Context: an optimization exercise on an open-source flow, tuned for small area and a short achievable clock period. The choices shown serve that exercise and are no tape-out recipe.
No run shown here included a check of the RTL's function; only the layout flow was run.
Power and IR drop assume default switching activity.

## flow/design.v (module list and top-level ports; edited modules follow where they fit)
// module alu_core: 1357 lines
// module new_alu: 25 lines
module new_alu(i_op, i_arg_A, i_arg_B, i_clk, i_reset, o_result, o_status, o_op_rdy, o_alu_error);
  // ...
==> flow/flow/run.sh <==
#!/bin/bash
# The standard layout, with Yosys's full/half-adder cell extraction turned off
# (ADDER_MAP_FILE empty) so that ABC maps the adders' logic with the rest.
set -euo pipefail
bash standard.sh ADDER_MAP_FILE= finish > standard.log 2>&1
==> flow/standard.sh <==
#!/bin/bash
# synth_recipe.tcl (not shown) runs the flow's synth.tcl, then flattens the netlist and writes it again
# the make line also repeats each setting of config.mk as NAME=value (left out here)
make -C /OpenROAD-flow-scripts/flow DESIGN_CONFIG=/design/flow/config.mk WORK_HOME=/design/flow/orfs CLKGATE_MAP_FILE= SYNTH_SCRIPT=/design/flow/synth_recipe.tcl "${@:-finish}"
==> flow/config.mk <==
export PLATFORM = sky130hd
export DESIGN_NAME = new_alu
export DESIGN_NICKNAME = new_alu
export VERILOG_FILES = /design/flow/design.v
export SDC_FILE = /design/flow/constraint.sdc
export NUM_CORES = 4
export LEC_CHECK = 0
export ABC_AREA = 1
export CAP_MARGIN = 20
export CORE_MARGIN = 2
export CORE_UTILIZATION = 40
export SLEW_MARGIN = 20
==> flow/constraint.sdc <==
create_clock -name core_clock -period 18.0 [get_ports {i_clk}]
set_input_delay 3.6000 -clock core_clock [delete_from_list [all_inputs] [get_ports {i_clk}]]
set_output_delay 3.6000 -clock core_clock [all_outputs]
set_load 0.01 [all_outputs]
==> notes.md, run 1 <==
* Pin count of the biggest net entering global routing at 20
* # diodes at 0
* Max Cap Viol at 0
* Clk power at 0.0275 mW
* Layout fillers at 1,220
* Top sig layer: met4
* Drt drc at 0
* Setup crit start kind: input port
* Post-synthesis mux area share at 0%
* Layout Cells excl Fill at 1,020
* HPWL after detailed placement at 12.2 mm
* Most frequent cell after synthesis: nand2_1
* Outcome: finished clean
* Critical path's top delay family: simple AND/OR/NAND/NOR gates
* Area of the core at 0.0108 sq mm
* Grt met2 use at 41.1%
* Fraction of layout instances using a drive strength above 1 at 9.77%
* Yosys top cell by area: nand2_1
* Worst setup path startpoint: i_arg_B[2]
* Met3 wire length at 1.10 mm
* Largest registers: o_result x8, o_status x4
* Total power per unit cell area at 46.8 mW/mm^2
* Post-synth ARST share at 0%
* CTS Buf Count at 3
* Seq. cell area at 240 sq um
* Routed met1 length at 7.20 mm
==> module new_alu, before the edit <==
module new_alu(i_op, i_arg_A, i_arg_B, i_clk, i_reset, o_result, o_status, o_op_rdy, o_alu_error);
	input  logic [3:0] i_op;
	input  logic [7:0] i_arg_A;
	input  logic [7:0] i_arg_B;
	input  logic       i_clk;
	input  logic       i_reset;
	output logic [7:0] o_result;
	output logic [3:0] o_status;
	output logic       o_op_rdy;
	output logic       o_alu_error;
	logic [7:0] res;
	logic [3:0] st;
	alu_core core(.i_op(i_op), .i_arg_A(i_arg_A), .i_arg_B(i_arg_B), .res(res), .st(st));
	always_ff @(posedge i_clk) begin
		if (!i_reset) begin
			o_result <= 8'd0;
			o_status <= 4'd0;
		end else begin
			o_result <= res;
			o_status <= st;
		end
	end
	assign o_alu_error = o_status[0];
	assign o_op_rdy = ~o_status[0];
endmodule
==> run 2, diff against run 1 <==
==> flow/design.v (replaced) <==
module alu_core(i_op, i_arg_A, i_arg_B, res, ctl);
  input [3:0] i_op;
  input [7:0] i_arg_A;
  input [7:0] i_arg_B;
  output [7:0] res;
  output [4:0] ctl;
  wire new_n34, new_n37, new_n38, new_n39, new_n40, new_n41, new_n42,
    new_n43, new_n44, new_n45, new_n46, new_n47, new_n48, new_n49, new_n50,
    new_n51, new_n52, new_n53, new_n54, new_n55, new_n56, new_n57, new_n58,
    new_n59, new_n60, new_n61, new_n62, new_n63, new_n64, new_n65, new_n66,
    new_n67, new_n68, new_n69, new_n70, new_n71, new_n72, new_n73, new_n74,
    new_n75, new_n76, new_n77, new_n78, new_n79, new_n80, new_n81, new_n82,
    new_n83, new_n84, new_n85, new_n86, new_n87, new_n88, new_n89, new_n90,
    new_n91, new_n92, new_n93, new_n94, new_n95, new_n96, new_n97, new_n98,
    new_n99, new_n100, new_n101, new_n102, new_n103, new_n104, new_n105,
    new_n106, new_n107, new_n108, new_n109, new_n110, new_n111, new_n112,
    new_n113, new_n114, new_n115, new_n116, new_n117, new_n118, new_n119,
    new_n120, new_n121, new_n122, new_n123, new_n124, new_n125, new_n126,
    new_n127, new_n128, new_n129, new_n130, new_n131, new_n132, new_n133,
    new_n134, new_n135, new_n136, new_n137, new_n138, new_n139, new_n140,
    new_n141, new_n142, new_n143, new_n144, new_n145, new_n146, new_n147,
    new_n148, new_n149, new_n150, new_n151, new_n152, new_n153, new_n154,
    new_n155, new_n156, new_n157, new_n158, new_n159, new_n160, new_n161,
    new_n162, new_n163, new_n164, new_n165, new_n166, new_n167, new_n168,
    new_n169, new_n170, new_n171, new_n172, new_n173, new_n174, new_n175,
    new_n176, new_n177, new_n178, new_n179, new_n180, new_n181, new_n182,
    new_n183, new_n184, new_n185, new_n186, new_n187, new_n188, new_n189,
    new_n190, new_n191, new_n192, new_n193, new_n194, new_n195, new_n196,
    new_n197, new_n198, new_n199, new_n200, new_n201, new_n202, new_n203,
    new_n204, new_n205, new_n206, new_n207, new_n208, new_n209, new_n210,
    new_n211, new_n212, new_n213, new_n214, new_n215, new_n216, new_n217,
    new_n218, new_n219, new_n220, new_n221, new_n222, new_n223, new_n224,
    new_n225, new_n226, new_n227, new_n228, new_n229, new_n230, new_n231,
    new_n232, new_n233, new_n234, new_n235, new_n236, new_n237, new_n238,
    new_n239, new_n240, new_n241, new_n242, new_n243, new_n244, new_n245,
    new_n246, new_n247, new_n248, new_n249, new_n250, new_n251, new_n252,
    new_n253, new_n254, new_n255, new_n256, new_n257, new_n258, new_n259,
    new_n260, new_n261, new_n262, new_n263, new_n264, new_n265, new_n266,
    new_n267, new_n268, new_n269, new_n270, new_n271, new_n272, new_n273,
    new_n274, new_n275, new_n276, new_n277, new_n278, new_n279, new_n280,
    new_n281, new_n282, new_n283, new_n284, new_n285, new_n286, new_n287,
    new_n288, new_n289, new_n290, new_n291, new_n292, new_n293, new_n294,
    new_n295, new_n296, new_n297, new_n298, new_n299, new_n300, new_n301,
    new_n302, new_n303, new_n304, new_n305, new_n306, new_n307, new_n308,
    new_n309, new_n310, new_n311, new_n312, new_n313, new_n314, new_n315,
    new_n316, new_n317, new_n318, new_n319, new_n320, new_n321, new_n322,
    new_n323, new_n324, new_n325, new_n326, new_n327, new_n328, new_n329,
    new_n330, new_n331, new_n332, new_n333, new_n334, new_n335, new_n336,
    new_n337, new_n338, new_n339, new_n340, new_n341, new_n342, new_n343,
    new_n344, new_n345, new_n346, new_n347, new_n348, new_n349, new_n350,
    new_n351, new_n352, new_n353, new_n354, new_n355, new_n356, new_n357,
    new_n358, new_n359, new_n360, new_n361, new_n362, new_n363, new_n364,
    new_n365, new_n366, new_n367, new_n368, new_n369, new_n370, new_n371,
    new_n372, new_n373, new_n374, new_n375, new_n376, new_n377, new_n378,
    new_n379, new_n380, new_n381, new_n382, new_n383, new_n384, new_n385,
    new_n386, new_n387, new_n388, new_n389, new_n390, new_n391, new_n392,
    new_n393, new_n394, new_n395, new_n396, new_n397, new_n398, new_n399,
    new_n400, new_n401, new_n402, new_n403, new_n404, new_n405, new_n406,
    new_n407, new_n408, new_n409, new_n410, new_n411, new_n412, new_n413,
    new_n414, new_n415, new_n416, new_n417, new_n418, new_n419, new_n420,
    new_n421, new_n422, new_n423, new_n424, new_n425, new_n426, new_n427,
    new_n428, new_n429, new_n430, new_n431, new_n432, new_n433, new_n434,
    new_n435, new_n436, new_n437, new_n438, new_n439, new_n440, new_n441,
    new_n442, new_n443, new_n444, new_n445, new_n446, new_n447, new_n448,
    new_n449, new_n450, new_n451, new_n452, new_n453, new_n454, new_n455,
    new_n456, new_n457, new_n458, new_n459, new_n460, new_n461, new_n462,
    new_n463, new_n464, new_n465, new_n466, new_n467, new_n468, new_n469,
    new_n470, new_n471, new_n472, new_n473, new_n474, new_n475, new_n476,
    new_n477, new_n478, new_n479, new_n480, new_n481, new_n482, new_n483,
    new_n484, new_n485, new_n486, new_n487, new_n488, new_n489, new_n490,
    new_n491, new_n492, new_n493, new_n494, new_n495, new_n496, new_n497,
    new_n498, new_n499, new_n500, new_n501, new_n502, new_n503, new_n504,
    new_n505, new_n506, new_n507, new_n508, new_n509, new_n510, new_n511,
    new_n512, new_n513, new_n514, new_n515, new_n516, new_n517, new_n518,
    new_n519, new_n520, new_n521, new_n522, new_n523, new_n524, new_n525,
    new_n526, new_n527, new_n528, new_n529, new_n530, new_n531, new_n532,
    new_n533, new_n534, new_n535, new_n536, new_n537, new_n538, new_n539,
    new_n540, new_n541, new_n542, new_n543, new_n544, new_n545, new_n546,
    new_n547, new_n548, new_n549, new_n550, new_n551, new_n552, new_n553,
    new_n554, new_n555, new_n556, new_n557, new_n558, new_n559, new_n560,
    new_n561, new_n562, new_n563, new_n564, new_n565, new_n566, new_n567,
    new_n568, new_n569, new_n570, new_n571, new_n572, new_n573, new_n574,
    new_n575, new_n576, new_n577, new_n578, new_n579, new_n580, new_n581,
    new_n582, new_n583, new_n584, new_n585, new_n586, new_n587, new_n588,
    new_n589, new_n590, new_n591, new_n592, new_n593, new_n594, new_n595,
    new_n596, new_n597, new_n598, new_n599, new_n600, new_n601, new_n602,
    new_n603, new_n604, new_n605, new_n606, new_n607, new_n608, new_n609,
    new_n610, new_n611, new_n612, new_n613, new_n614, new_n615, new_n616,
    new_n617, new_n618, new_n619, new_n620, new_n621, new_n622, new_n623,
    new_n624, new_n625, new_n626, new_n627, new_n628, new_n629, new_n630,
    new_n631, new_n632, new_n633, new_n634, new_n635, new_n636, new_n637,
    new_n638, new_n639, new_n640, new_n641, new_n642, new_n643, new_n644,
    new_n645, new_n646, new_n647, new_n648, new_n649, new_n650, new_n651,
    new_n652, new_n653, new_n654, new_n655, new_n656, new_n657, new_n658,
    new_n659, new_n660, new_n661, new_n662, new_n663, new_n664, new_n665,
    new_n666, new_n667, new_n668, new_n669, new_n670, new_n671, new_n672,
    new_n673, new_n674, new_n675, new_n676, new_n677, new_n678, new_n679,
    new_n680, new_n681, new_n682, new_n683, new_n684, new_n685, new_n686,
    new_n687, new_n688, new_n689, new_n690, new_n691, new_n692, new_n693,
    new_n694, new_n695, new_n696, new_n697, new_n698, new_n699, new_n700,
    new_n701, new_n702, new_n703, new_n704, new_n705, new_n706, new_n707,
    new_n708, new_n709, new_n710, new_n711, new_n712, new_n713, new_n714,
    new_n715, new_n716, new_n717, new_n718, new_n719, new_n720, new_n721,
    new_n722, new_n723, new_n724, new_n725, new_n726, new_n727, new_n728,
    new_n729, new_n730, new_n731, new_n732, new_n733, new_n734, new_n735,
    new_n737, new_n738, new_n739, new_n740, new_n741, new_n742, new_n743,
    new_n744, new_n745, new_n746, new_n747, new_n748, new_n749, new_n750,
    new_n751, new_n752, new_n753, new_n754, new_n755, new_n756, new_n757,
    new_n758, new_n759, new_n760, new_n761, new_n762, new_n763, new_n764,
    new_n765, new_n766, new_n767, new_n768, new_n769, new_n771, new_n772,
    new_n773, new_n774, new_n775, new_n776, new_n777, new_n778, new_n779,
    new_n780, new_n781, new_n782, new_n783, new_n784, new_n785, new_n786,
    new_n787, new_n788, new_n789, new_n790, new_n791, new_n792, new_n793,
    new_n794, new_n795, new_n797, new_n798, new_n799, new_n800, new_n801,
    new_n802, new_n803, new_n804, new_n805, new_n806, new_n807, new_n808,
    new_n809, new_n811, new_n812, new_n813, new_n814, new_n815, new_n816,
    new_n818, new_n819, new_n820, new_n821, new_n822, new_n823, new_n824,
    new_n825, new_n826, new_n827, new_n828, new_n829, new_n830, new_n831,
    new_n832, new_n833, new_n834, new_n835, new_n837, new_n838, new_n839,
    new_n840, new_n841, new_n842, new_n843, new_n844, new_n845, new_n846,
    new_n847, new_n848, new_n849, new_n850, new_n851, new_n852, new_n853,
    new_n855, new_n856, new_n857, new_n858, new_n859, new_n860, new_n861,
    new_n862, new_n863, new_n864, new_n865, new_n866, new_n867, new_n868,
    new_n869, new_n870, new_n871, new_n872, new_n874, new_n875, new_n876,
    new_n877, new_n878, new_n879, new_n880, new_n881, new_n882, new_n883,
    new_n884, new_n885, new_n886, new_n887, new_n888, new_n889, new_n890,
    new_n891, new_n892, new_n893, new_n894, new_n895, new_n896, new_n897,
    new_n899, new_n900, new_n901, new_n902, new_n903, new_n904, new_n905,
    new_n906, new_n907, new_n908, new_n909, new_n911, new_n912, new_n913,
    new_n914, new_n915, new_n916, new_n917, new_n918;
  assign new_n34 = ~i_op[0] & i_op[1];
  assign ctl[3] = ~i_op[2] & i_op[3];
  assign ctl[2] = new_n34 & ctl[3];
  assign new_n37 = ~i_arg_B[0] & ~i_arg_B[1];
  assign new_n38 = ~i_arg_B[2] & new_n37;
  assign new_n39 = ~i_arg_B[3] & ~i_arg_B[4];
  assign new_n40 = new_n38 & new_n39;
  assign new_n41 = ~i_arg_B[5] & ~i_arg_B[6];
  assign new_n42 = new_n40 & new_n41;
  assign new_n43 = ctl[2] & ~new_n42;
  assign new_n44 = i_arg_A[7] & i_arg_B[7];
  assign new_n45 = ~i_arg_A[7] & ~i_arg_B[7];
  assign new_n46 = ~new_n44 & ~new_n45;
  assign new_n47 = ~i_arg_A[0] & ~i_arg_A[1];
  assign new_n48 = ~i_arg_A[2] & new_n47;
  assign new_n49 = ~i_arg_A[3] & new_n48;
  assign new_n50 = ~i_arg_A[4] & new_n49;
  assign new_n51 = ~i_arg_A[5] & new_n50;
  assign new_n52 = i_op[0] & i_op[1];
  assign new_n53 = ~i_op[3] & new_n52;
  assign new_n54 = ~ctl[2] & ~new_n53;
  assign new_n55 = i_arg_A[7] & ~new_n54;
  assign new_n56 = ~new_n51 & new_n55;
  assign new_n57 = i_arg_A[6] & ~new_n56;
  assign new_n58 = ~i_arg_A[6] & new_n56;
  assign new_n59 = ~new_n57 & ~new_n58;
  assign new_n60 = i_arg_B[7] & ctl[3];
  assign new_n61 = ~i_op[0] & new_n60;
  assign new_n62 = ~new_n37 & new_n61;
  assign new_n63 = i_arg_B[2] & ~new_n62;
  assign new_n64 = ~i_arg_B[2] & new_n62;
  assign new_n65 = ~new_n63 & ~new_n64;
  assign new_n66 = ~new_n59 & new_n65;
  assign new_n67 = i_arg_B[0] & i_arg_B[1];
  assign new_n68 = new_n62 & ~new_n67;
  assign new_n69 = i_arg_B[1] & ~new_n61;
  assign new_n70 = ~new_n68 & ~new_n69;
  assign new_n71 = ~new_n50 & new_n55;
  assign new_n72 = i_arg_A[5] & ~new_n71;
  assign new_n73 = ~i_arg_A[5] & new_n71;
  assign new_n74 = ~new_n72 & ~new_n73;
  assign new_n75 = ~new_n70 & ~new_n74;
  assign new_n76 = new_n66 & new_n75;
  assign new_n77 = i_arg_A[7] & new_n51;
  assign new_n78 = ~i_arg_A[6] & new_n77;
  assign new_n79 = ctl[2] & new_n78;
  assign new_n80 = new_n59 & ~new_n79;
  assign new_n81 = new_n70 & ~new_n74;
  assign new_n82 = ~new_n65 & ~new_n79;
  assign new_n83 = ~new_n38 & new_n61;
  assign new_n84 = i_arg_B[3] & ~new_n83;
  assign new_n85 = ~i_arg_B[3] & new_n83;
  assign new_n86 = ~new_n84 & ~new_n85;
  assign new_n87 = ~new_n82 & new_n86;
  assign new_n88 = ~new_n81 & ~new_n87;
  assign new_n89 = ~new_n66 & new_n88;
  assign new_n90 = new_n65 & new_n86;
  assign new_n91 = new_n70 & new_n90;
  assign new_n92 = ~new_n89 & ~new_n91;
  assign new_n93 = ~new_n80 & new_n92;
  assign new_n94 = ~new_n49 & new_n55;
  assign new_n95 = i_arg_A[4] & ~new_n94;
  assign new_n96 = ~i_arg_A[4] & new_n94;
  assign new_n97 = ~new_n95 & ~new_n96;
  assign new_n98 = ~new_n93 & new_n97;
  assign new_n99 = ~new_n76 & ~new_n98;
  assign new_n100 = i_arg_B[0] & ~new_n99;
  assign new_n101 = ~new_n70 & new_n74;
  assign new_n102 = new_n97 & new_n101;
  assign new_n103 = new_n79 & new_n86;
  assign new_n104 = new_n65 & new_n103;
  assign new_n105 = new_n102 & new_n104;
  assign new_n106 = ~i_arg_B[0] & i_arg_B[1];
  assign new_n107 = new_n90 & new_n106;
  assign new_n108 = new_n74 & new_n107;
  assign new_n109 = ~i_arg_B[5] & new_n40;
  assign new_n110 = new_n61 & ~new_n109;
  assign new_n111 = i_arg_B[6] & new_n110;
  assign new_n112 = ~i_arg_B[6] & ~new_n110;
  assign new_n113 = ~new_n111 & ~new_n112;
  assign new_n114 = ~new_n40 & new_n61;
  assign new_n115 = ~i_arg_B[5] & ~new_n114;
  assign new_n116 = i_arg_B[5] & new_n114;
  assign new_n117 = ~new_n115 & ~new_n116;
  assign new_n118 = ~new_n113 & ~new_n117;
  assign new_n119 = ~i_arg_B[3] & new_n38;
  assign new_n120 = new_n61 & ~new_n119;
  assign new_n121 = i_arg_B[4] & ~new_n120;
  assign new_n122 = ~i_arg_B[4] & new_n120;
  assign new_n123 = ~new_n121 & ~new_n122;
  assign new_n124 = new_n118 & new_n123;
  assign new_n125 = new_n59 & ~new_n65;
  assign new_n126 = ~new_n37 & ~new_n81;
  assign new_n127 = new_n125 & ~new_n126;
  assign new_n128 = ~new_n79 & ~new_n86;
  assign new_n129 = ~new_n101 & ~new_n125;
  assign new_n130 = ~new_n66 & ~new_n129;
  assign new_n131 = ~new_n103 & new_n130;
  assign new_n132 = ~new_n128 & ~new_n131;
  assign new_n133 = ~new_n127 & new_n132;
  assign new_n134 = new_n124 & new_n133;
  assign new_n135 = ~new_n108 & new_n134;
  assign new_n136 = ~new_n105 & new_n135;
  assign new_n137 = ~new_n100 & new_n136;
  assign new_n138 = i_arg_B[0] & new_n97;
  assign new_n139 = ~new_n81 & new_n138;
  assign new_n140 = ~new_n103 & new_n139;
  assign new_n141 = ~new_n101 & ~new_n140;
  assign new_n142 = ~new_n59 & ~new_n65;
  assign new_n143 = ~new_n141 & new_n142;
  assign new_n144 = ~new_n86 & ~new_n101;
  assign new_n145 = ~new_n37 & ~new_n144;
  assign new_n146 = new_n66 & ~new_n145;
  assign new_n147 = ~new_n139 & new_n146;
  assign new_n148 = ~new_n143 & ~new_n147;
  assign new_n149 = new_n124 & ~new_n148;
  assign new_n150 = new_n124 & ~new_n128;
  assign new_n151 = ~new_n59 & ~new_n150;
  assign new_n152 = ~new_n149 & ~new_n151;
  assign new_n153 = new_n86 & ~new_n152;
  assign new_n154 = ~new_n86 & new_n152;
  assign new_n155 = ~new_n153 & ~new_n154;
  assign new_n156 = new_n70 & ~new_n97;
  assign new_n157 = ~new_n125 & ~new_n156;
  assign new_n158 = ~new_n87 & ~new_n157;
  assign new_n159 = ~new_n37 & new_n150;
  assign new_n160 = ~new_n158 & new_n159;
  assign new_n161 = ~new_n74 & ~new_n160;
  assign new_n162 = i_arg_B[0] & new_n59;
  assign new_n163 = new_n75 & ~new_n97;
  assign new_n164 = ~new_n102 & ~new_n163;
  assign new_n165 = new_n104 & ~new_n164;
  assign new_n166 = new_n162 & new_n165;
  assign new_n167 = ~new_n66 & ~new_n79;
  assign new_n168 = new_n86 & ~new_n167;
  assign new_n169 = ~new_n125 & new_n168;
  assign new_n170 = new_n75 & ~new_n169;
  assign new_n171 = ~new_n65 & new_n74;
  assign new_n172 = new_n103 & new_n171;
  assign new_n173 = new_n70 & new_n172;
  assign new_n174 = ~new_n170 & ~new_n173;
  assign new_n175 = new_n138 & ~new_n174;
  assign new_n176 = ~new_n166 & ~new_n175;
  assign new_n177 = new_n124 & ~new_n176;
  assign new_n178 = ~i_arg_B[0] & new_n86;
  assign new_n179 = new_n66 & ~new_n178;
  assign new_n180 = ~new_n128 & new_n179;
  assign new_n181 = ~new_n103 & ~new_n180;
  assign new_n182 = new_n124 & ~new_n138;
  assign new_n183 = new_n101 & new_n182;
  assign new_n184 = new_n103 & ~new_n125;
  assign new_n185 = new_n183 & ~new_n184;
  assign new_n186 = ~new_n181 & new_n185;
  assign new_n187 = ~new_n177 & ~new_n186;
  assign new_n188 = ~new_n161 & new_n187;
  assign new_n189 = new_n65 & ~new_n188;
  assign new_n190 = ~new_n79 & new_n86;
  assign new_n191 = new_n81 & new_n142;
  assign new_n192 = new_n66 & new_n101;
  assign new_n193 = ~new_n191 & ~new_n192;
  assign new_n194 = new_n190 & ~new_n193;
  assign new_n195 = new_n65 & new_n74;
  assign new_n196 = ~new_n70 & ~new_n195;
  assign new_n197 = ~new_n125 & ~new_n196;
  assign new_n198 = new_n103 & ~new_n197;
  assign new_n199 = ~new_n194 & ~new_n198;
  assign new_n200 = new_n124 & ~new_n199;
  assign new_n201 = new_n97 & ~new_n200;
  assign new_n202 = ~new_n182 & ~new_n201;
  assign new_n203 = new_n81 & new_n125;
  assign new_n204 = ~new_n76 & ~new_n203;
  assign new_n205 = new_n132 & new_n204;
  assign new_n206 = i_arg_B[0] & new_n205;
  assign new_n207 = ~new_n97 & ~new_n206;
  assign new_n208 = ~new_n202 & ~new_n207;
  assign new_n209 = new_n70 & ~new_n208;
  assign new_n210 = ~new_n48 & new_n55;
  assign new_n211 = ~i_arg_A[3] & ~new_n210;
  assign new_n212 = i_arg_A[3] & new_n210;
  assign new_n213 = ~new_n211 & ~new_n212;
  assign new_n214 = i_arg_B[0] & ~new_n213;
  assign new_n215 = ~new_n70 & new_n208;
  assign new_n216 = ~new_n209 & ~new_n215;
  assign new_n217 = ~new_n214 & new_n216;
  assign new_n218 = ~new_n209 & ~new_n217;
  assign new_n219 = ~new_n65 & new_n188;
  assign new_n220 = ~new_n189 & ~new_n219;
  assign new_n221 = ~new_n218 & new_n220;
  assign new_n222 = ~new_n189 & ~new_n221;
  assign new_n223 = new_n155 & ~new_n222;
  assign new_n224 = ~new_n130 & ~new_n138;
  assign new_n225 = ~new_n86 & ~new_n224;
  assign new_n226 = ~new_n119 & new_n124;
  assign new_n227 = ~new_n225 & new_n226;
  assign new_n228 = new_n79 & ~new_n227;
  assign new_n229 = new_n123 & new_n228;
  assign new_n230 = ~new_n153 & ~new_n229;
  assign new_n231 = ~new_n223 & new_n230;
  assign new_n232 = new_n79 & new_n118;
  assign new_n233 = ~new_n124 & ~new_n232;
  assign new_n234 = ~new_n231 & ~new_n233;
  assign new_n235 = ~new_n74 & new_n90;
  assign new_n236 = ~new_n79 & new_n235;
  assign new_n237 = ~new_n82 & new_n178;
  assign new_n238 = ~new_n236 & ~new_n237;
  assign new_n239 = ~new_n59 & ~new_n238;
  assign new_n240 = new_n87 & ~new_n126;
  assign new_n241 = ~new_n166 & ~new_n240;
  assign new_n242 = ~new_n239 & new_n241;
  assign new_n243 = new_n124 & ~new_n242;
  assign new_n244 = ~new_n91 & ~new_n104;
  assign new_n245 = new_n124 & ~new_n244;
  assign new_n246 = ~new_n162 & new_n245;
  assign new_n247 = ~new_n243 & ~new_n246;
  assign new_n248 = ~new_n234 & new_n247;
  assign new_n249 = ~new_n137 & new_n248;
  assign new_n250 = ~new_n46 & ~new_n249;
  assign new_n251 = new_n43 & ~new_n250;
  assign new_n252 = new_n39 & new_n41;
  assign new_n253 = ~i_arg_B[7] & new_n252;
  assign new_n254 = new_n38 & new_n253;
  assign new_n255 = ~i_op[2] & ~i_op[3];
  assign new_n256 = new_n34 & new_n255;
  assign new_n257 = ~new_n254 & new_n256;
  assign new_n258 = ~new_n251 & ~new_n257;
  assign new_n259 = i_arg_B[7] & new_n79;
  assign new_n260 = ~new_n42 & new_n250;
  assign new_n261 = new_n259 & ~new_n260;
  assign new_n262 = new_n258 & ~new_n261;
  assign new_n263 = ~new_n117 & new_n123;
  assign new_n264 = new_n117 & ~new_n123;
  assign new_n265 = ~new_n263 & ~new_n264;
  assign new_n266 = ~new_n86 & ~new_n123;
  assign new_n267 = ~new_n65 & ~new_n86;
  assign new_n268 = ~new_n90 & ~new_n267;
  assign new_n269 = ~i_arg_B[0] & new_n65;
  assign new_n270 = ~new_n70 & ~new_n269;
  assign new_n271 = new_n268 & new_n270;
  assign new_n272 = ~new_n267 & ~new_n271;
  assign new_n273 = new_n86 & new_n123;
  assign new_n274 = ~new_n272 & ~new_n273;
  assign new_n275 = ~new_n266 & ~new_n274;
  assign new_n276 = new_n265 & ~new_n275;
  assign new_n277 = new_n118 & ~new_n276;
  assign new_n278 = ~new_n265 & new_n275;
  assign new_n279 = ~new_n276 & ~new_n278;
  assign new_n280 = new_n228 & ~new_n279;
  assign new_n281 = ~new_n266 & ~new_n273;
  assign new_n282 = new_n272 & ~new_n281;
  assign new_n283 = ~new_n272 & new_n281;
  assign new_n284 = ~new_n282 & ~new_n283;
  assign new_n285 = new_n152 & new_n284;
  assign new_n286 = ~new_n268 & ~new_n270;
  assign new_n287 = ~new_n271 & ~new_n286;
  assign new_n288 = ~new_n188 & ~new_n287;
  assign new_n289 = new_n188 & new_n287;
  assign new_n290 = ~new_n288 & ~new_n289;
  assign new_n291 = ~new_n65 & ~new_n106;
  assign new_n292 = new_n65 & new_n106;
  assign new_n293 = ~new_n291 & ~new_n292;
  assign new_n294 = ~new_n208 & new_n293;
  assign new_n295 = i_arg_B[0] & new_n70;
  assign new_n296 = ~new_n106 & ~new_n295;
  assign new_n297 = new_n213 & new_n296;
  assign new_n298 = ~new_n47 & new_n55;
  assign new_n299 = i_arg_A[2] & ~new_n298;
  assign new_n300 = ~i_arg_A[2] & new_n298;
  assign new_n301 = ~new_n299 & ~new_n300;
  assign new_n302 = i_arg_B[0] & new_n301;
  assign new_n303 = ~new_n213 & ~new_n296;
  assign new_n304 = ~new_n297 & ~new_n303;
  assign new_n305 = ~new_n302 & new_n304;
  assign new_n306 = ~new_n297 & ~new_n305;
  assign new_n307 = new_n208 & ~new_n293;
  assign new_n308 = ~new_n294 & ~new_n307;
  assign new_n309 = ~new_n306 & new_n308;
  assign new_n310 = ~new_n294 & ~new_n309;
  assign new_n311 = new_n290 & ~new_n310;
  assign new_n312 = ~new_n152 & ~new_n284;
  assign new_n313 = ~new_n288 & ~new_n312;
  assign new_n314 = ~new_n311 & new_n313;
  assign new_n315 = ~new_n285 & ~new_n314;
  assign new_n316 = new_n280 & new_n315;
  assign new_n317 = new_n277 & new_n316;
  assign new_n318 = ~new_n117 & new_n228;
  assign new_n319 = new_n59 & ~new_n123;
  assign new_n320 = new_n123 & ~new_n152;
  assign new_n321 = new_n86 & ~new_n188;
  assign new_n322 = new_n65 & ~new_n208;
  assign new_n323 = new_n70 & new_n213;
  assign new_n324 = ~new_n70 & ~new_n213;
  assign new_n325 = ~new_n323 & ~new_n324;
  assign new_n326 = ~new_n302 & new_n325;
  assign new_n327 = ~new_n323 & ~new_n326;
  assign new_n328 = ~new_n65 & new_n208;
  assign new_n329 = ~new_n322 & ~new_n328;
  assign new_n330 = ~new_n327 & new_n329;
  assign new_n331 = ~new_n322 & ~new_n330;
  assign new_n332 = ~new_n86 & new_n188;
  assign new_n333 = ~new_n321 & ~new_n332;
  assign new_n334 = ~new_n331 & new_n333;
  assign new_n335 = ~new_n321 & ~new_n334;
  assign new_n336 = ~new_n320 & new_n335;
  assign new_n337 = ~new_n319 & ~new_n336;
  assign new_n338 = ~new_n318 & ~new_n337;
  assign new_n339 = new_n117 & ~new_n228;
  assign new_n340 = ~new_n113 & ~new_n339;
  assign new_n341 = ~new_n338 & new_n340;
  assign new_n342 = new_n118 & new_n337;
  assign new_n343 = new_n341 & ~new_n342;
  assign new_n344 = new_n228 & ~new_n234;
  assign new_n345 = ~new_n343 & new_n344;
  assign new_n346 = ~new_n317 & ~new_n345;
  assign new_n347 = new_n113 & new_n346;
  assign new_n348 = new_n327 & ~new_n329;
  assign new_n349 = ~new_n330 & ~new_n348;
  assign new_n350 = new_n341 & new_n349;
  assign new_n351 = ~new_n208 & ~new_n341;
  assign new_n352 = ~new_n234 & ~new_n351;
  assign new_n353 = ~new_n350 & new_n352;
  assign new_n354 = ~new_n228 & ~new_n278;
  assign new_n355 = ~new_n280 & ~new_n315;
  assign new_n356 = new_n277 & ~new_n355;
  assign new_n357 = ~new_n354 & new_n356;
  assign new_n358 = new_n214 & ~new_n216;
  assign new_n359 = ~new_n217 & ~new_n358;
  assign new_n360 = new_n234 & ~new_n359;
  assign new_n361 = ~new_n357 & ~new_n360;
  assign new_n362 = ~new_n353 & new_n361;
  assign new_n363 = new_n306 & ~new_n308;
  assign new_n364 = ~new_n309 & ~new_n363;
  assign new_n365 = new_n357 & new_n364;
  assign new_n366 = ~new_n362 & ~new_n365;
  assign new_n367 = new_n86 & ~new_n366;
  assign new_n368 = new_n302 & ~new_n325;
  assign new_n369 = ~new_n326 & ~new_n368;
  assign new_n370 = new_n341 & new_n369;
  assign new_n371 = new_n213 & ~new_n341;
  assign new_n372 = ~new_n234 & ~new_n371;
  assign new_n373 = ~new_n370 & new_n372;
  assign new_n374 = ~i_arg_B[0] & new_n213;
  assign new_n375 = ~new_n214 & ~new_n374;
  assign new_n376 = new_n234 & new_n375;
  assign new_n377 = ~new_n357 & ~new_n376;
  assign new_n378 = ~new_n373 & new_n377;
  assign new_n379 = new_n302 & ~new_n304;
  assign new_n380 = ~new_n305 & ~new_n379;
  assign new_n381 = new_n357 & new_n380;
  assign new_n382 = ~new_n378 & ~new_n381;
  assign new_n383 = new_n65 & ~new_n382;
  assign new_n384 = i_arg_A[0] & new_n55;
  assign new_n385 = i_arg_A[1] & new_n384;
  assign new_n386 = ~i_arg_A[1] & ~new_n384;
  assign new_n387 = ~new_n385 & ~new_n386;
  assign new_n388 = i_arg_B[0] & ~new_n387;
  assign new_n389 = ~new_n70 & new_n388;
  assign new_n390 = new_n70 & ~new_n388;
  assign new_n391 = ~new_n234 & new_n341;
  assign new_n392 = ~new_n357 & ~new_n391;
  assign new_n393 = i_arg_B[0] & ~new_n392;
  assign new_n394 = new_n301 & new_n393;
  assign new_n395 = ~new_n301 & ~new_n393;
  assign new_n396 = ~new_n394 & ~new_n395;
  assign new_n397 = ~new_n390 & new_n396;
  assign new_n398 = ~new_n389 & ~new_n397;
  assign new_n399 = ~new_n383 & ~new_n398;
  assign new_n400 = ~new_n86 & new_n366;
  assign new_n401 = ~new_n65 & new_n382;
  assign new_n402 = ~new_n400 & ~new_n401;
  assign new_n403 = ~new_n399 & new_n402;
  assign new_n404 = ~new_n188 & ~new_n341;
  assign new_n405 = new_n331 & ~new_n333;
  assign new_n406 = ~new_n334 & ~new_n405;
  assign new_n407 = new_n341 & new_n406;
  assign new_n408 = ~new_n404 & ~new_n407;
  assign new_n409 = ~new_n234 & ~new_n408;
  assign new_n410 = new_n218 & ~new_n220;
  assign new_n411 = ~new_n221 & ~new_n410;
  assign new_n412 = new_n234 & new_n411;
  assign new_n413 = ~new_n357 & ~new_n412;
  assign new_n414 = ~new_n409 & new_n413;
  assign new_n415 = ~new_n290 & new_n310;
  assign new_n416 = ~new_n311 & ~new_n415;
  assign new_n417 = new_n357 & ~new_n416;
  assign new_n418 = ~new_n414 & ~new_n417;
  assign new_n419 = new_n123 & new_n418;
  assign new_n420 = ~new_n403 & ~new_n419;
  assign new_n421 = ~new_n367 & new_n420;
  assign new_n422 = ~new_n123 & ~new_n418;
  assign new_n423 = ~new_n152 & ~new_n341;
  assign new_n424 = ~new_n155 & new_n222;
  assign new_n425 = ~new_n223 & new_n234;
  assign new_n426 = ~new_n424 & new_n425;
  assign new_n427 = ~new_n423 & ~new_n426;
  assign new_n428 = new_n117 & new_n427;
  assign new_n429 = ~new_n422 & ~new_n428;
  assign new_n430 = ~new_n421 & new_n429;
  assign new_n431 = ~new_n117 & ~new_n427;
  assign new_n432 = ~new_n113 & ~new_n346;
  assign new_n433 = ~new_n431 & ~new_n432;
  assign new_n434 = ~new_n430 & new_n433;
  assign new_n435 = ~new_n347 & ~new_n434;
  assign new_n436 = ~new_n113 & ~new_n427;
  assign new_n437 = new_n86 & ~new_n382;
  assign new_n438 = ~i_arg_A[0] & i_arg_B[0];
  assign new_n439 = ~i_arg_A[1] & new_n438;
  assign new_n440 = new_n387 & ~new_n438;
  assign new_n441 = ~new_n70 & ~new_n440;
  assign new_n442 = ~new_n439 & ~new_n441;
  assign new_n443 = new_n65 & new_n442;
  assign new_n444 = ~new_n65 & ~new_n442;
  assign new_n445 = ~new_n396 & ~new_n444;
  assign new_n446 = ~new_n443 & ~new_n445;
  assign new_n447 = ~new_n437 & new_n446;
  assign new_n448 = ~new_n123 & new_n366;
  assign new_n449 = ~new_n86 & new_n382;
  assign new_n450 = ~new_n448 & ~new_n449;
  assign new_n451 = ~new_n447 & new_n450;
  assign new_n452 = ~new_n117 & new_n418;
  assign new_n453 = new_n123 & ~new_n366;
  assign new_n454 = ~new_n452 & ~new_n453;
  assign new_n455 = ~new_n451 & new_n454;
  assign new_n456 = new_n113 & new_n427;
  assign new_n457 = new_n117 & ~new_n418;
  assign new_n458 = ~new_n456 & ~new_n457;
  assign new_n459 = ~new_n455 & new_n458;
  assign new_n460 = new_n346 & ~new_n459;
  assign new_n461 = ~new_n436 & new_n460;
  assign new_n462 = ~new_n435 & ~new_n461;
  assign new_n463 = new_n113 & new_n276;
  assign new_n464 = new_n113 & new_n117;
  assign new_n465 = ~new_n118 & ~new_n464;
  assign new_n466 = ~new_n264 & ~new_n276;
  assign new_n467 = ~new_n465 & new_n466;
  assign new_n468 = new_n465 & ~new_n466;
  assign new_n469 = ~new_n467 & ~new_n468;
  assign new_n470 = ~new_n427 & ~new_n469;
  assign new_n471 = new_n279 & ~new_n418;
  assign new_n472 = new_n427 & new_n469;
  assign new_n473 = ~new_n279 & new_n418;
  assign new_n474 = ~new_n287 & ~new_n382;
  assign new_n475 = ~new_n296 & ~new_n440;
  assign new_n476 = ~new_n439 & ~new_n475;
  assign new_n477 = new_n293 & new_n476;
  assign new_n478 = ~new_n293 & ~new_n476;
  assign new_n479 = ~new_n396 & ~new_n478;
  assign new_n480 = ~new_n477 & ~new_n479;
  assign new_n481 = ~new_n474 & new_n480;
  assign new_n482 = new_n284 & new_n366;
  assign new_n483 = new_n287 & new_n382;
  assign new_n484 = ~new_n482 & ~new_n483;
  assign new_n485 = ~new_n481 & new_n484;
  assign new_n486 = ~new_n284 & ~new_n366;
  assign new_n487 = ~new_n485 & ~new_n486;
  assign new_n488 = ~new_n473 & new_n487;
  assign new_n489 = ~new_n472 & ~new_n488;
  assign new_n490 = ~new_n471 & new_n489;
  assign new_n491 = new_n123 & ~new_n274;
  assign new_n492 = ~new_n113 & new_n491;
  assign new_n493 = new_n465 & ~new_n492;
  assign new_n494 = ~new_n463 & new_n493;
  assign new_n495 = ~new_n346 & ~new_n494;
  assign new_n496 = ~new_n490 & ~new_n495;
  assign new_n497 = ~new_n470 & new_n496;
  assign new_n498 = new_n346 & new_n493;
  assign new_n499 = ~new_n464 & ~new_n498;
  assign new_n500 = ~new_n497 & new_n499;
  assign new_n501 = ~new_n463 & new_n500;
  assign new_n502 = ~new_n462 & ~new_n501;
  assign new_n503 = ~new_n262 & ~new_n502;
  assign new_n504 = ~i_op[0] & ~i_op[1];
  assign new_n505 = i_arg_B[3] & i_arg_B[4];
  assign new_n506 = new_n255 & new_n505;
  assign new_n507 = i_arg_B[5] & i_arg_B[7];
  assign new_n508 = i_arg_B[6] & new_n507;
  assign new_n509 = new_n506 & new_n508;
  assign new_n510 = new_n504 & new_n509;
  assign new_n511 = ctl[3] & new_n52;
  assign new_n512 = new_n253 & new_n511;
  assign new_n513 = ~i_arg_B[0] & ~new_n510;
  assign new_n514 = i_arg_B[0] & new_n510;
  assign new_n515 = ~new_n513 & ~new_n514;
  assign new_n516 = ~i_arg_A[4] & ~new_n510;
  assign new_n517 = i_arg_A[4] & new_n510;
  assign new_n518 = ~new_n516 & ~new_n517;
  assign new_n519 = new_n515 & new_n518;
  assign new_n520 = ~i_arg_A[3] & ~new_n510;
  assign new_n521 = i_arg_A[3] & new_n510;
  assign new_n522 = ~new_n520 & ~new_n521;
  assign new_n523 = ~new_n515 & new_n522;
  assign new_n524 = ~new_n519 & ~new_n523;
  assign new_n525 = i_arg_B[1] & ~new_n510;
  assign new_n526 = ~i_arg_B[1] & new_n510;
  assign new_n527 = ~new_n525 & ~new_n526;
  assign new_n528 = ~new_n524 & new_n527;
  assign new_n529 = ~i_arg_B[2] & ~new_n510;
  assign new_n530 = i_arg_B[2] & new_n510;
  assign new_n531 = ~new_n529 & ~new_n530;
  assign new_n532 = ~i_arg_A[6] & ~new_n510;
  assign new_n533 = i_arg_A[6] & new_n510;
  assign new_n534 = ~new_n532 & ~new_n533;
  assign new_n535 = new_n515 & new_n534;
  assign new_n536 = ~i_arg_A[5] & ~new_n510;
  assign new_n537 = i_arg_A[5] & new_n510;
  assign new_n538 = ~new_n536 & ~new_n537;
  assign new_n539 = ~new_n515 & new_n538;
  assign new_n540 = ~new_n535 & ~new_n539;
  assign new_n541 = ~new_n527 & ~new_n540;
  assign new_n542 = ~new_n531 & ~new_n541;
  assign new_n543 = ~new_n528 & new_n542;
  assign new_n544 = ~i_arg_A[7] & ~new_n510;
  assign new_n545 = i_arg_A[7] & new_n510;
  assign new_n546 = ~new_n544 & ~new_n545;
  assign new_n547 = ~new_n515 & ~new_n546;
  assign new_n548 = new_n527 & new_n547;
  assign new_n549 = new_n531 & new_n548;
  assign new_n550 = ~new_n543 & ~new_n549;
  assign new_n551 = new_n515 & new_n538;
  assign new_n552 = ~new_n515 & new_n518;
  assign new_n553 = ~new_n551 & ~new_n552;
  assign new_n554 = new_n527 & new_n553;
  assign new_n555 = new_n515 & new_n546;
  assign new_n556 = ~new_n515 & new_n534;
  assign new_n557 = ~new_n555 & ~new_n556;
  assign new_n558 = new_n527 & new_n540;
  assign new_n559 = ~new_n547 & ~new_n558;
  assign new_n560 = ~new_n557 & new_n559;
  assign new_n561 = ~new_n554 & new_n560;
  assign new_n562 = ~new_n531 & ~new_n561;
  assign new_n563 = new_n550 & ~new_n562;
  assign new_n564 = new_n512 & new_n563;
  assign new_n565 = ~new_n510 & ~new_n564;
  assign new_n566 = ~i_arg_A[2] & ~new_n510;
  assign new_n567 = i_arg_A[2] & new_n510;
  assign new_n568 = ~new_n566 & ~new_n567;
  assign new_n569 = ~new_n515 & ~new_n568;
  assign new_n570 = new_n515 & ~new_n522;
  assign new_n571 = ~new_n569 & ~new_n570;
  assign new_n572 = ~new_n527 & ~new_n571;
  assign new_n573 = ~i_arg_A[1] & ~new_n510;
  assign new_n574 = i_arg_A[1] & new_n510;
  assign new_n575 = ~new_n573 & ~new_n574;
  assign new_n576 = new_n515 & new_n575;
  assign new_n577 = i_arg_A[0] & new_n513;
  assign new_n578 = new_n527 & ~new_n577;
  assign new_n579 = ~i_arg_A[0] & new_n514;
  assign new_n580 = new_n578 & ~new_n579;
  assign new_n581 = ~new_n576 & new_n580;
  assign new_n582 = ~new_n531 & ~new_n581;
  assign new_n583 = ~new_n572 & new_n582;
  assign new_n584 = ~new_n527 & new_n557;
  assign new_n585 = ~new_n554 & ~new_n584;
  assign new_n586 = new_n531 & new_n585;
  assign new_n587 = ~new_n583 & ~new_n586;
  assign new_n588 = ~new_n565 & new_n587;
  assign new_n589 = new_n42 & new_n259;
  assign new_n590 = ctl[3] & new_n504;
  assign new_n591 = i_arg_B[0] & new_n590;
  assign new_n592 = i_arg_A[0] & new_n53;
  assign new_n593 = ~new_n591 & ~new_n592;
  assign new_n594 = ~new_n589 & new_n593;
  assign new_n595 = ~new_n588 & new_n594;
  assign new_n596 = i_op[0] & ~i_op[1];
  assign new_n597 = ~i_op[3] & new_n596;
  assign new_n598 = ~i_op[2] & ~new_n46;
  assign new_n599 = new_n597 & ~new_n598;
  assign new_n600 = ~i_arg_B[0] & new_n599;
  assign new_n601 = i_op[2] & ~i_op[3];
  assign new_n602 = new_n504 & new_n601;
  assign new_n603 = i_arg_B[0] & ~new_n599;
  assign new_n604 = ~new_n602 & ~new_n603;
  assign new_n605 = ~new_n600 & new_n604;
  assign new_n606 = i_arg_A[0] & ~new_n605;
  assign new_n607 = ~i_arg_A[0] & new_n605;
  assign new_n608 = ~new_n606 & ~new_n607;
  assign new_n609 = i_arg_B[5] & new_n602;
  assign new_n610 = ~i_arg_B[6] & new_n599;
  assign new_n611 = i_arg_B[6] & ~new_n599;
  assign new_n612 = ~new_n610 & ~new_n611;
  assign new_n613 = ~new_n602 & new_n612;
  assign new_n614 = ~new_n609 & ~new_n613;
  assign new_n615 = ~i_arg_A[6] & ~new_n614;
  assign new_n616 = i_arg_A[6] & new_n614;
  assign new_n617 = ~new_n615 & ~new_n616;
  assign new_n618 = i_arg_B[3] & new_n602;
  assign new_n619 = ~i_arg_B[4] & new_n599;
  assign new_n620 = i_arg_B[4] & ~new_n599;
  assign new_n621 = ~new_n619 & ~new_n620;
  assign new_n622 = ~new_n602 & new_n621;
  assign new_n623 = ~new_n618 & ~new_n622;
  assign new_n624 = i_arg_A[4] & new_n623;
  assign new_n625 = ~i_arg_A[4] & ~new_n623;
  assign new_n626 = ~new_n624 & ~new_n625;
  assign new_n627 = i_arg_B[4] & new_n602;
  assign new_n628 = ~i_arg_B[5] & new_n599;
  assign new_n629 = i_arg_B[5] & ~new_n599;
  assign new_n630 = ~new_n628 & ~new_n629;
  assign new_n631 = ~new_n602 & new_n630;
  assign new_n632 = ~new_n627 & ~new_n631;
  assign new_n633 = ~i_arg_A[5] & ~new_n632;
  assign new_n634 = i_arg_A[5] & new_n632;
  assign new_n635 = ~new_n633 & ~new_n634;
  assign new_n636 = new_n626 & new_n635;
  assign new_n637 = new_n617 & new_n636;
  assign new_n638 = ~i_arg_B[2] & new_n602;
  assign new_n639 = ~i_arg_B[3] & new_n599;
  assign new_n640 = i_arg_B[3] & ~new_n599;
  assign new_n641 = ~new_n639 & ~new_n640;
  assign new_n642 = ~new_n602 & ~new_n641;
  assign new_n643 = ~new_n638 & ~new_n642;
  assign new_n644 = ~i_arg_A[3] & new_n643;
  assign new_n645 = i_arg_A[3] & ~new_n643;
  assign new_n646 = ~i_arg_B[1] & new_n602;
  assign new_n647 = ~i_arg_B[2] & new_n599;
  assign new_n648 = i_arg_B[2] & ~new_n599;
  assign new_n649 = ~new_n647 & ~new_n648;
  assign new_n650 = ~new_n602 & ~new_n649;
  assign new_n651 = ~new_n646 & ~new_n650;
  assign new_n652 = i_arg_A[2] & ~new_n651;
  assign new_n653 = ~new_n645 & ~new_n652;
  assign new_n654 = ~new_n644 & ~new_n653;
  assign new_n655 = ~new_n644 & ~new_n645;
  assign new_n656 = ~i_arg_A[2] & new_n651;
  assign new_n657 = ~new_n652 & ~new_n656;
  assign new_n658 = ~i_arg_B[0] & new_n602;
  assign new_n659 = ~i_arg_B[1] & new_n599;
  assign new_n660 = i_arg_B[1] & ~new_n599;
  assign new_n661 = ~new_n659 & ~new_n660;
  assign new_n662 = ~new_n602 & ~new_n661;
  assign new_n663 = ~new_n658 & ~new_n662;
  assign new_n664 = i_arg_A[1] & ~new_n663;
  assign new_n665 = ~i_arg_A[1] & new_n663;
  assign new_n666 = new_n606 & ~new_n665;
  assign new_n667 = ~new_n664 & ~new_n666;
  assign new_n668 = new_n657 & ~new_n667;
  assign new_n669 = new_n655 & new_n668;
  assign new_n670 = ~new_n654 & ~new_n669;
  assign new_n671 = new_n637 & ~new_n670;
  assign new_n672 = ~new_n624 & ~new_n634;
  assign new_n673 = ~new_n615 & ~new_n633;
  assign new_n674 = ~new_n672 & new_n673;
  assign new_n675 = ~new_n616 & ~new_n674;
  assign new_n676 = ~new_n671 & new_n675;
  assign new_n677 = ~i_op[2] & new_n597;
  assign new_n678 = ~new_n46 & new_n677;
  assign new_n679 = ~new_n676 & new_n678;
  assign new_n680 = i_op[0] & i_arg_A[7];
  assign new_n681 = ~i_op[1] & new_n601;
  assign new_n682 = ~new_n680 & new_n681;
  assign new_n683 = ~new_n679 & ~new_n682;
  assign new_n684 = new_n608 & ~new_n683;
  assign new_n685 = ~new_n608 & new_n683;
  assign new_n686 = ~new_n684 & ~new_n685;
  assign new_n687 = ~new_n606 & ~new_n684;
  assign new_n688 = ~new_n665 & ~new_n687;
  assign new_n689 = ~new_n664 & ~new_n688;
  assign new_n690 = new_n657 & ~new_n689;
  assign new_n691 = new_n653 & ~new_n690;
  assign new_n692 = ~new_n644 & ~new_n691;
  assign new_n693 = new_n637 & new_n692;
  assign new_n694 = new_n675 & ~new_n693;
  assign new_n695 = i_arg_B[7] & ~new_n597;
  assign new_n696 = ~new_n602 & ~new_n695;
  assign new_n697 = i_arg_B[6] & new_n602;
  assign new_n698 = ~new_n696 & ~new_n697;
  assign new_n699 = new_n694 & new_n698;
  assign new_n700 = ~new_n694 & ~new_n698;
  assign new_n701 = ~new_n699 & ~new_n700;
  assign new_n702 = ~i_arg_A[7] & ~new_n701;
  assign new_n703 = i_arg_B[6] & new_n702;
  assign new_n704 = i_arg_A[7] & ~new_n597;
  assign new_n705 = ~new_n701 & new_n704;
  assign new_n706 = new_n701 & ~new_n704;
  assign new_n707 = ~new_n705 & ~new_n706;
  assign new_n708 = i_arg_A[7] & ~new_n707;
  assign new_n709 = ~i_arg_B[6] & new_n708;
  assign new_n710 = ~new_n703 & ~new_n709;
  assign new_n711 = new_n602 & new_n710;
  assign new_n712 = i_arg_B[7] & ~new_n707;
  assign new_n713 = ~new_n702 & ~new_n712;
  assign new_n714 = ~new_n46 & ~new_n713;
  assign new_n715 = new_n34 & ~new_n714;
  assign new_n716 = new_n601 & new_n715;
  assign new_n717 = ~new_n254 & new_n716;
  assign new_n718 = ~new_n711 & ~new_n717;
  assign new_n719 = new_n686 & ~new_n718;
  assign new_n720 = ~new_n46 & new_n676;
  assign new_n721 = ~new_n686 & ~new_n720;
  assign new_n722 = new_n46 & new_n707;
  assign new_n723 = ~new_n720 & ~new_n722;
  assign new_n724 = new_n686 & ~new_n723;
  assign new_n725 = new_n255 & ~new_n724;
  assign new_n726 = ~new_n721 & new_n725;
  assign new_n727 = new_n601 & new_n713;
  assign new_n728 = ~new_n44 & ~new_n707;
  assign new_n729 = ctl[3] & ~new_n45;
  assign new_n730 = ~new_n728 & new_n729;
  assign new_n731 = ~new_n727 & ~new_n730;
  assign new_n732 = ~new_n726 & new_n731;
  assign new_n733 = new_n596 & ~new_n732;
  assign new_n734 = ~new_n719 & ~new_n733;
  assign new_n735 = new_n595 & new_n734;
  assign res[0] = new_n503 | ~new_n735;
  assign new_n737 = ~new_n258 & new_n435;
  assign new_n738 = new_n676 & new_n678;
  assign new_n739 = ~new_n664 & ~new_n665;
  assign new_n740 = new_n687 & new_n739;
  assign new_n741 = ~new_n687 & ~new_n739;
  assign new_n742 = ~new_n740 & ~new_n741;
  assign new_n743 = new_n738 & new_n742;
  assign new_n744 = new_n53 & new_n387;
  assign new_n745 = ~new_n70 & new_n590;
  assign new_n746 = ~new_n527 & new_n547;
  assign new_n747 = ~new_n558 & ~new_n746;
  assign new_n748 = new_n531 & new_n747;
  assign new_n749 = ~new_n515 & new_n575;
  assign new_n750 = new_n515 & new_n568;
  assign new_n751 = ~new_n749 & ~new_n750;
  assign new_n752 = new_n527 & new_n751;
  assign new_n753 = new_n524 & ~new_n527;
  assign new_n754 = ~new_n531 & ~new_n753;
  assign new_n755 = ~new_n752 & new_n754;
  assign new_n756 = ~new_n748 & ~new_n755;
  assign new_n757 = ~new_n565 & new_n756;
  assign new_n758 = ~new_n745 & ~new_n757;
  assign new_n759 = ~new_n744 & new_n758;
  assign new_n760 = ~new_n743 & new_n759;
  assign new_n761 = i_arg_B[0] & ~i_arg_B[1];
  assign new_n762 = ~i_arg_B[2] & new_n253;
  assign new_n763 = new_n761 & new_n762;
  assign new_n764 = new_n716 & ~new_n763;
  assign new_n765 = new_n677 & new_n723;
  assign new_n766 = ~new_n711 & ~new_n765;
  assign new_n767 = ~new_n764 & new_n766;
  assign new_n768 = ~new_n742 & ~new_n767;
  assign new_n769 = new_n760 & ~new_n768;
  assign res[1] = new_n737 | ~new_n769;
  assign new_n771 = new_n53 & ~new_n301;
  assign new_n772 = ~new_n657 & new_n689;
  assign new_n773 = ~new_n690 & ~new_n772;
  assign new_n774 = new_n106 & new_n762;
  assign new_n775 = new_n716 & ~new_n774;
  assign new_n776 = ~new_n711 & ~new_n775;
  assign new_n777 = new_n773 & ~new_n776;
  assign new_n778 = ~new_n720 & ~new_n773;
  assign new_n779 = ~new_n723 & new_n773;
  assign new_n780 = new_n677 & ~new_n779;
  assign new_n781 = ~new_n778 & new_n780;
  assign new_n782 = ~new_n258 & ~new_n392;
  assign new_n783 = ~new_n527 & new_n553;
  assign new_n784 = new_n527 & ~new_n571;
  assign new_n785 = ~new_n531 & ~new_n784;
  assign new_n786 = ~new_n783 & new_n785;
  assign new_n787 = new_n527 & new_n557;
  assign new_n788 = new_n531 & ~new_n787;
  assign new_n789 = ~new_n786 & ~new_n788;
  assign new_n790 = ~new_n565 & new_n789;
  assign new_n791 = ~new_n65 & new_n590;
  assign new_n792 = ~new_n790 & ~new_n791;
  assign new_n793 = ~new_n782 & new_n792;
  assign new_n794 = ~new_n781 & new_n793;
  assign new_n795 = ~new_n777 & new_n794;
  assign res[2] = new_n771 | ~new_n795;
  assign new_n797 = ~new_n652 & ~new_n690;
  assign new_n798 = ~new_n655 & ~new_n797;
  assign new_n799 = new_n655 & new_n797;
  assign new_n800 = ~new_n798 & ~new_n799;
  assign new_n801 = new_n67 & new_n762;
  assign new_n802 = new_n716 & ~new_n801;
  assign new_n803 = new_n766 & ~new_n802;
  assign new_n804 = ~new_n800 & ~new_n803;
  assign new_n805 = ~new_n723 & ~new_n800;
  assign new_n806 = new_n738 & ~new_n805;
  assign new_n807 = new_n53 & new_n213;
  assign new_n808 = ~new_n86 & new_n590;
  assign new_n809 = ~new_n807 & ~new_n808;
  assign ctl[4] = new_n43 & new_n46;
  assign new_n811 = ~new_n257 & ~ctl[4];
  assign new_n812 = new_n234 & ~new_n811;
  assign new_n813 = new_n510 & ~new_n550;
  assign new_n814 = ~new_n812 & ~new_n813;
  assign new_n815 = new_n809 & new_n814;
  assign new_n816 = ~new_n806 & new_n815;
  assign res[3] = new_n804 | ~new_n816;
  assign new_n818 = new_n626 & new_n692;
  assign new_n819 = ~new_n626 & ~new_n692;
  assign new_n820 = ~new_n818 & ~new_n819;
  assign new_n821 = i_arg_B[2] & new_n253;
  assign new_n822 = new_n37 & new_n821;
  assign new_n823 = new_n716 & ~new_n822;
  assign new_n824 = new_n766 & ~new_n823;
  assign new_n825 = new_n820 & ~new_n824;
  assign new_n826 = new_n137 & ~new_n258;
  assign new_n827 = ~new_n123 & new_n590;
  assign new_n828 = new_n53 & ~new_n97;
  assign new_n829 = ~new_n827 & ~new_n828;
  assign new_n830 = ~new_n826 & new_n829;
  assign new_n831 = ~new_n825 & new_n830;
  assign new_n832 = ~new_n723 & new_n820;
  assign new_n833 = new_n738 & ~new_n832;
  assign new_n834 = new_n530 & ~new_n585;
  assign new_n835 = ~new_n833 & ~new_n834;
  assign res[4] = ~new_n831 | ~new_n835;
  assign new_n837 = ~new_n624 & ~new_n818;
  assign new_n838 = new_n635 & new_n837;
  assign new_n839 = ~new_n635 & ~new_n837;
  assign new_n840 = ~new_n838 & ~new_n839;
  assign new_n841 = new_n761 & new_n821;
  assign new_n842 = new_n716 & ~new_n841;
  assign new_n843 = new_n766 & ~new_n842;
  assign new_n844 = ~new_n840 & ~new_n843;
  assign new_n845 = new_n530 & ~new_n747;
  assign new_n846 = new_n117 & new_n590;
  assign new_n847 = new_n53 & ~new_n74;
  assign new_n848 = ~new_n846 & ~new_n847;
  assign new_n849 = ~new_n845 & new_n848;
  assign new_n850 = new_n243 & ~new_n258;
  assign new_n851 = new_n738 & new_n840;
  assign new_n852 = ~new_n850 & ~new_n851;
  assign new_n853 = new_n849 & new_n852;
  assign res[5] = new_n844 | ~new_n853;
  assign new_n855 = new_n106 & new_n821;
  assign new_n856 = new_n716 & ~new_n855;
  assign new_n857 = new_n766 & ~new_n856;
  assign new_n858 = new_n672 & ~new_n818;
  assign new_n859 = ~new_n633 & ~new_n858;
  assign new_n860 = ~new_n617 & new_n859;
  assign new_n861 = new_n617 & ~new_n859;
  assign new_n862 = ~new_n860 & ~new_n861;
  assign new_n863 = ~new_n857 & ~new_n862;
  assign new_n864 = new_n530 & new_n787;
  assign new_n865 = new_n113 & new_n590;
  assign new_n866 = new_n53 & ~new_n59;
  assign new_n867 = ~new_n865 & ~new_n866;
  assign new_n868 = ~new_n864 & new_n867;
  assign new_n869 = new_n246 & ~new_n258;
  assign new_n870 = new_n738 & new_n862;
  assign new_n871 = ~new_n869 & ~new_n870;
  assign new_n872 = new_n868 & new_n871;
  assign res[6] = new_n863 | ~new_n872;
  assign new_n874 = new_n67 & new_n821;
  assign new_n875 = new_n716 & ~new_n874;
  assign new_n876 = ~new_n711 & ~new_n875;
  assign new_n877 = new_n707 & ~new_n876;
  assign new_n878 = new_n530 & new_n548;
  assign new_n879 = i_arg_A[7] & new_n53;
  assign new_n880 = new_n46 & new_n257;
  assign new_n881 = ~new_n879 & ~new_n880;
  assign new_n882 = ~new_n878 & new_n881;
  assign new_n883 = new_n60 & new_n504;
  assign new_n884 = new_n42 & new_n883;
  assign new_n885 = i_arg_B[0] & ~new_n78;
  assign new_n886 = new_n91 & new_n124;
  assign new_n887 = ~new_n885 & new_n886;
  assign new_n888 = new_n251 & new_n887;
  assign new_n889 = new_n44 & new_n676;
  assign new_n890 = new_n46 & ~new_n708;
  assign new_n891 = new_n45 & ~new_n676;
  assign new_n892 = new_n677 & ~new_n891;
  assign new_n893 = ~new_n890 & new_n892;
  assign new_n894 = ~new_n889 & new_n893;
  assign new_n895 = ~new_n888 & ~new_n894;
  assign new_n896 = ~new_n884 & new_n895;
  assign new_n897 = new_n882 & new_n896;
  assign res[7] = new_n877 | ~new_n897;
  assign new_n899 = ctl[2] & new_n254;
  assign new_n900 = new_n504 & ~new_n710;
  assign new_n901 = new_n34 & new_n714;
  assign new_n902 = new_n52 & new_n78;
  assign new_n903 = ~new_n901 & ~new_n902;
  assign new_n904 = ~new_n900 & new_n903;
  assign new_n905 = new_n601 & ~new_n904;
  assign new_n906 = new_n677 & new_n722;
  assign new_n907 = ~new_n905 & ~new_n906;
  assign new_n908 = i_arg_B[7] & new_n511;
  assign new_n909 = new_n907 & ~new_n908;
  assign ctl[0] = new_n899 | ~new_n909;
  assign new_n911 = new_n512 & ~new_n563;
  assign new_n912 = i_op[1] & ~new_n42;
  assign new_n913 = ~i_op[0] & new_n255;
  assign new_n914 = ~new_n912 & new_n913;
  assign new_n915 = ~i_arg_B[7] & new_n914;
  assign new_n916 = ~new_n911 & ~new_n915;
  assign new_n917 = new_n43 & new_n250;
  assign new_n918 = new_n907 & ~new_n917;
  assign ctl[1] = ~new_n916 | ~new_n918;
endmodule
module new_alu(i_op, i_arg_A, i_arg_B, i_clk, i_reset, o_result, o_status, o_op_rdy, o_alu_error);
	input  logic [3:0] i_op;
	input  logic [7:0] i_arg_A;
	input  logic [7:0] i_arg_B;
	input  logic       i_clk;
	input  logic       i_reset;
	output logic [7:0] o_result;
	output logic [3:0] o_status;
	output logic       o_op_rdy;
	output logic       o_alu_error;
	logic [7:0] res;
	logic [4:0] ctl;
	alu_core core(.i_op(i_op), .i_arg_A(i_arg_A), .i_arg_B(i_arg_B), .res(res), .ctl(ctl));
	logic [7:0] r_res;
	logic r_neg, r_st3, r_st0;
	logic [1:0] r_cls;
	always_ff @(posedge i_clk) begin
		if (!i_reset) begin
			r_res <= 8'd0;
			r_neg <= 1'b0;
			r_st3 <= 1'b0;
			r_st0 <= 1'b0;
			r_cls <= 2'b01;
		end else begin
			r_res <= res;
			r_neg <= ctl[4];
			r_cls <= ctl[3:2];
			r_st3 <= ctl[1];
			r_st0 <= ctl[0];
		end
	end
	logic [7:0] low;
	always_comb
		for (int i = 0; i < 8; i++) begin
			low[i] = 1'b0;
			for (int j = 0; j < i; j++)
				low[i] = low[i] | r_res[j];
		end
	assign o_result = r_res ^ ({8{r_neg}} & low);
	logic par;
	assign par = ^o_result;
	assign o_status = {r_st3,
	                   par | (r_cls == 2'b11 && o_result == 8'hFF),
	                   r_cls[1] ? ~par : (~r_cls[0] && o_result == 8'd0),
	                   r_st0};
	assign o_alu_error = r_st0;
	assign o_op_rdy = ~r_st0;
endmodule
==> flow/flow/run.sh (replaced) <==
#!/bin/bash
# The standard layout (standard.sh), with two changes:
# - Yosys's full/half-adder cell extraction is off (ADDER_MAP_FILE empty), so
#   that ABC maps the adders' logic together with the rest of the logic;
# - the port buffers are sky130_fd_sc_hd__buf_2 cells (BUFFER_PORTS_ARGS).
set -euo pipefail
bash standard.sh ADDER_MAP_FILE= "BUFFER_PORTS_ARGS=-buffer_cell sky130_fd_sc_hd__buf_2" finish > standard.log 2>&1
==> flow/config.mk (replaced) <==
export PLATFORM = sky130hd
export DESIGN_NAME = new_alu
export DESIGN_NICKNAME = new_alu
export VERILOG_FILES = /design/flow/design.v
export SDC_FILE = /design/flow/constraint.sdc
export NUM_CORES = 4
export LEC_CHECK = 0
export ABC_AREA = 1
export CAP_MARGIN = 20
export CORE_MARGIN = 2
export CORE_UTILIZATION = 70
export PLACE_DENSITY = 0.85
export SLEW_MARGIN = 20
==> run 2 against run 1 <==
Clock power decreased by 5%; critical path depth is 13 lower; synthesized area grew 0.48%; sequential share of layout area grew 0.73 points; worst setup slack improved by 2.7 ns; combinational power shrank 13%; still clean; synthesized cell count fell by 5.6%; first-iteration DRC count rose by 42%; largest cell class unchanged.
==> notes.md, run 2 <==
* Outcome: finished clean (unchanged)
* WP data arrival at 7.59 ns (was 10.37 ns)
* Top post-synthesis cells by area: nand2_1 (20%), inv_1 (7.4%), nand3_1 (7.1%) (was nand2_1 (25%), nand3_1 (12%), inv_1 (8.4%))
* Synth cell count leaders: nand2_1 (239), inv_1 (87), nand3_1 (63) (was nand2_1 (290), nand3_1 (108), inv_1 (98))
* Routability congestion estimate at 1.10 (was 0.953)
* Max Slew Vio Count at 0 (unchanged)
* Yosys Warn Count at 1 (unchanged)
* Critical path's top delay family: simple AND/OR/NAND/NOR gates (unchanged)
* Placed cell areas at 0.00457 sq mm (was 0.00484 sq mm)
* VDD IR max at 64.3 uV (was 36.6 uV)
* Largest registers: r_res x8, r_cls x2 (was o_result x8, o_status x4)
* Die height at 83.4 um (was 109 um)
* Yosys top cell by area: nand2_1 (unchanged)
* Area of the core at 0.00603 sq mm (was 0.0108 sq mm)
* Slew HR at 54.1% (was 36.9%)
* Setup crit start kind: input port (unchanged)
* GRT Residual Overflow at 0 (unchanged)
* Slew @ Worst Pin at 0.687 ns (was 0.939 ns)
* Fraction of layout instances using a drive strength above 1 at 19.2% (was 9.77%)
* Crit path time final at 7.47 ns (was 10.21 ns)
* # IOs at 36 (unchanged)
* CP max-delay cell: clkinv_2 (was clkdlybuf4s50_1)
* # rows at 28 (was 38)
* Fin crit share at 41.5% (was 56.7%)
* Pin count of the biggest net entering global routing at 19 (was 20)
* Post-synth EDFFs at 0 (unchanged)
* Area share of the largest cell type after synthesis at 20.3% (was 24.8%)
* DRT antenna net count at 0 (unchanged)
* Detailed-route wire length per cell at 15.4 um (was 14.6 um)
* Worst setup EP type: register (unchanged)
* Layout fillers at 543 (was 1,220)
* Most frequent cell after synthesis: nand2_1 (unchanged)
* CTS Buf Count at 3 (unchanged)
* Min Hold Slack at 3.57 ns (was 4.00 ns)
* HPWL after detailed placement at 11.2 mm (was 12.2 mm)
* Placed cells at 903 (was 1,016)
* Layout Cells excl Fill at 907 (was 1,020)
* WP data required at 18.13 ns (was 18.16 ns)
* Post-synth ARST share at 0% (unchanged)
* # diodes at 0 (unchanged)
* Initial DRC count at 763 (was 536)
* P_sw at 0.112 mW (was 0.123 mW)
* Root Buffer: clkbuf_8 (unchanged)
* Max Cap Viol at 0 (unchanged)
* Buf/Inv on CP at 6 (was 4)
* Total power per unit cell area at 44.6 mW/mm^2 (was 46.8 mW/mm^2)
* Die width at 83.4 um (was 109 um)
* Vias at 5,616 (was 5,620)
* Drt drc at 0 (unchanged)
[run 2: cell types whose count changed after synthesis, moves of 6 or more]
| cell | before | now |
|---|---|---|
| a21oi_1 | 25 | 42 |
| inv_1 | 98 | 87 |
| nand2_1 | 290 | 239 |
| nand2_2 | 19 | 41 |
| nand2_4 | 4 | 12 |
| nand3_1 | 108 | 63 |
| nand3_2 | 9 | 15 |
| o21ai_0 | 51 | 32 |
| o21ai_1 | 9 | 21 |
| o22ai_1 | 2 | 9 |
[run 2: how the worst max path moves through the flow]
stage          depth (start not counted)       start  slack [ns]  endpoint
6_report                              36  i_arg_B[0]       10.53  r_res[0]
5_1_grt                               37  i_arg_B[0]       10.04  r_res[0]
4_1_cts                               37  i_arg_B[0]       10.67  r_res[0]
3_5_place_dp                          36  i_arg_B[0]       10.47  r_res[0]
3_3_place_gp                          37  i_arg_B[0]       10.55  r_res[0]
2_1_floorplan                         33  i_arg_B[7]       11.51  r_res[1]
[run 2: routing by layer]
metal  GRT usage, %  wire (um)  vias up
li1               -          -     2691
met1           52.9       5540     2476
met2           65.1       6270      393
met3           3.88       1770       56
met4           12.8        403        0
met5              0          0        -
[run 2: area by class of cell]
| class | count | area, sq um | area share [%] |
|---|---|---|---|
| sequential | 13 | 260 | 5.63 |
| multi-input combinational | 669 | 3630 | 78.5 |
| timing repair buffer | 35 | 175 | 3.79 |
| inverter | 111 | 418 | 9.05 |
| clock buffer | 4 | 45.0 | 0.975 |
| tap | 75 | 93.8 | 2.03 |
[run 2: power groups by stage]
stage	clock network (mW)	registers [mW]	logic, mW
after detailed placement	0	0.0322	0.143
after global routing	0.0272	0.0318	0.163
after floorplan	0	0.0321	0.112
after CTS	0.0263	0.0316	0.144
final	0.0260	0.0317	0.148
after global placement	0	0.0322	0.140
[run 2: cell families after synthesis]
group	count (synthesis)	synth area share (%)
mux	2	0.453
xor+xnor	38	7.71
buf+inv	126	12.0
flops	13	5.89
simple gates	482	53.9
compound gates	147	20.0
[run 2: through the flow]
step                utilization, %  setup slack (ns)
floorplan                        -             11.51
global placement              75.9             10.55
detailed placement            75.9             10.47
CTS                           76.7             10.67
global route                  76.7             10.04
finish                        76.7             10.53

## afterwards: timing with drivers on the ports
No port has a modelled driver above. Below, the same layouts with a new extraction and two added sets of constraints. Step 1: set_driving_cell puts a clkbuf_16 on i_clk and a buf_2 on each other input, an assumption about the parent block. Step 2, shift: input delay + t, output delay - t, t = (earliest + latest rising clock arrival at the registers) / 2. This alone moves slack from input paths to output paths. Three values: ideal, step 1, step 2; two values: the first two.
run	shift t [ns]	slack for setup (ns)	pins driven straight from the clock port
run 1	0.249	7.794 / 7.791 / 7.542	1
run 2	0.264	10.534 / 10.537 / 10.273	1
After both steps every run listed still meets setup and hold. The setup slack of run 2, which loses most, moves by +0.003 ns with the drivers and by -0.261 ns with both steps.
